This design comes from an exercise in tuning for small area, a short achievable clock period and few clock cycles per item on the open sky130 flow, not from production work. Only simulation tests tie the RTL to the original design; equivalence was not proved.

==> run a: inputs <==
Design ray_triangle_unit, start of the top module:
module ray_triangle_unit #(
    parameter int FP_W    = 32,
    parameter int FP_FRAC = 16
) (
    clk,
    rst,
    req_valid,
    req_ready,
    req_ray,
    req_tri,
    resp_valid,
    resp_ready,
    resp_hit,
    resp_t_hit
);
clock: 350.0 ns
lec_check: 0
abc_area: 1
cap_margin: 35
core_margin: 2
core_utilization: 25
place_density: 0.32
slew_margin: 35
standard.sh (not shown) runs the stock make flow with config.mk's settings and CLKGATE_MAP_FILE= SYNTH_SCRIPT=/design/flow/synth_recipe.tcl, a recipe that flattens the netlist after the stock synthesis.
==> flow/flow/run.sh <==
#!/bin/bash
set -euo pipefail
W=$(pwd)
F="$W/flow"
export RT_MAP_FILE="$F/rt_map.v"
export RT_ABC_SCRIPT="$F/rt_abc.script"
{
  cat <<'EOS'
set ::rt_mapped 0
proc synth {args} {
  if {!$::rt_mapped} {
    yosys techmap -map $::env(RT_MAP_FILE)
    set ::rt_mapped 1
  }
  yosys synth -nofsm -noshare {*}$args
}
proc abc {args} {
  set i [lsearch -exact $args -script]
  if {$i >= 0} {
    set args [lreplace $args [expr {$i + 1}] [expr {$i + 1}] $::env(RT_ABC_SCRIPT)]
  }
  yosys abc {*}$args
}
EOS
  tail -n +2 synth_recipe.tcl
} > rt_synth.tcl
sed -e 's#synth_recipe\.tcl#rt_synth.tcl#g' \
    -e 's#CLKGATE_MAP_FILE= #CLKGATE_MAP_FILE= NUM_CORES=16 "BUFFER_PORTS_ARGS=-buffer_cell sky130_fd_sc_hd__buf_1" #' \
    standard.sh > rt_standard.sh
grep -q 'rt_synth\.tcl' rt_standard.sh
grep -q 'BUFFER_PORTS_ARGS' rt_standard.sh
bash rt_standard.sh > rt_flow.log 2>&1
==> flow/flow/rt_abc.script <==
strash; dch; map -B 0.9; topo
==> flow/flow/rt_map.v <==
module rt_fa(input a, input b, input c, output s, output co);
  sky130_fd_sc_hd__fa_1 _TECHMAP_REPLACE_ (.A(a), .B(b), .CIN(c), .SUM(s), .COUT(co));
endmodule
module rt_ha(input a, input b, output s, output co);
  sky130_fd_sc_hd__ha_1 _TECHMAP_REPLACE_ (.A(a), .B(b), .SUM(s), .COUT(co));
endmodule
==> run b: changes against run a <==
--- a/flow/flow/run.sh
+++ b/flow/flow/run.sh
@@ -26,5 +26,5 @@
 } > rt_synth.tcl
 sed -e 's#synth_recipe\.tcl#rt_synth.tcl#g' \
-    -e 's#CLKGATE_MAP_FILE= #CLKGATE_MAP_FILE= NUM_CORES=16 "BUFFER_PORTS_ARGS=-buffer_cell sky130_fd_sc_hd__buf_1" #' \
+    -e 's#CLKGATE_MAP_FILE= #CLKGATE_MAP_FILE= "BUFFER_PORTS_ARGS=-buffer_cell sky130_fd_sc_hd__buf_1" #' \
     standard.sh > rt_standard.sh
 grep -q 'rt_synth\.tcl' rt_standard.sh
CAP_MARGIN = 20   (was 35)
CORE_UTILIZATION = 27   (was 25)
PLACE_DENSITY = 0.35   (was 0.32)
SLEW_MARGIN = 20   (was 35)
==> qor summary <==
                                                                                     run a                                                                run b
Hold path startpoint                                                            s0_tmin[3]                                                            s1_xt[22]
Status                                                            finished with violations                                             finished with violations
Reasons for failing layout checks                                       antenna violations  antenna violations, max-capacitance violations, max-slew violations
Area of combinational cells with multiple inputs                             429,000 sq um                                                        427,800 sq um
Depth of the worst register-to-register path                                           178                                                                  172
Relative area of clock buffers and inverters in the final design                   0.9929%                                                               1.029%
RePlAce Congestion                                                                   1.155                                                                1.180
Clock buffer cells                                                                     211                                                                  229
Routed length on met1                                                         1,855,000 um                                                         1,734,000 um
Horizontal die dimension                                                           1364 um                                                              1313 um
Met2 wire length                                                              2,050,000 um                                                         1,969,000 um
Global-route wire length before repair                                        6,869,000 um                                                         6,687,000 um
Met3 track demand over resource                                                     39.96%                                                               43.11%
Final period util                                                                   20.53%                                                               20.51%
Starting Density                                                                    25.06%                                                               27.07%
Relative slew margins                                                               17.82%                                                             -0.6727%
Capturing instance or port of the critical path                              resp_t_hit[9]                                                       resp_t_hit[29]
Number of buffers other than clock buffers in the final layout                       5,106                                                                4,869
Clock transition at the registers of the reported paths                              60 ps                                                                70 ps
Final #Nets                                                                         65.46k                                                               65.22k
Storage element area                                                          26,720 sq um                                                         26,700 sq um
Global routing usage summed across all routing layers                               58.05%                                                               60.50%
Final core utilization                                                              29.56%                                                               31.59%
Height of the die                                                                  1364 um                                                              1313 um
Testbench counts of run a, summed over its fixed seeds: cycles 8,032, items 8,000.
Testbench counts of run b, summed over its fixed seeds: cycles 8,032, items 8,000.

==> separate check: timing with driven ports <==
Ports are ideal in the flow. The routed layouts listed here were re-timed in OpenROAD. Step 1, drivers: a clkbuf_16 drives clk and a buf_2 each remaining input, both assumed. Step 2, shift: input delay + t, output delay - t, t = (earliest + latest rising clock arrival at the registers) / 2. This alone moves slack from input paths to output paths. Three values: ideal ports, drivers, drivers and shift; two values: the first two.
run	t, ns	setup WS [ns]	clock arrival spread, ns	worst slew at a driven data input, ns	pins driven straight from the clock port
run a	1.473	278.150 / 277.909 / 277.509	0.308 / 0.308	0.19	1
run b	1.472	278.224 / 277.976 / 277.802	0.371 / 0.371	0.43	1
In run b the clock reaches the registers at very different times; t lies between them, and the last value is a rough guide only. The setup slack of run a, which loses most, moves by -0.241 ns with the drivers and by -0.641 ns with both steps.
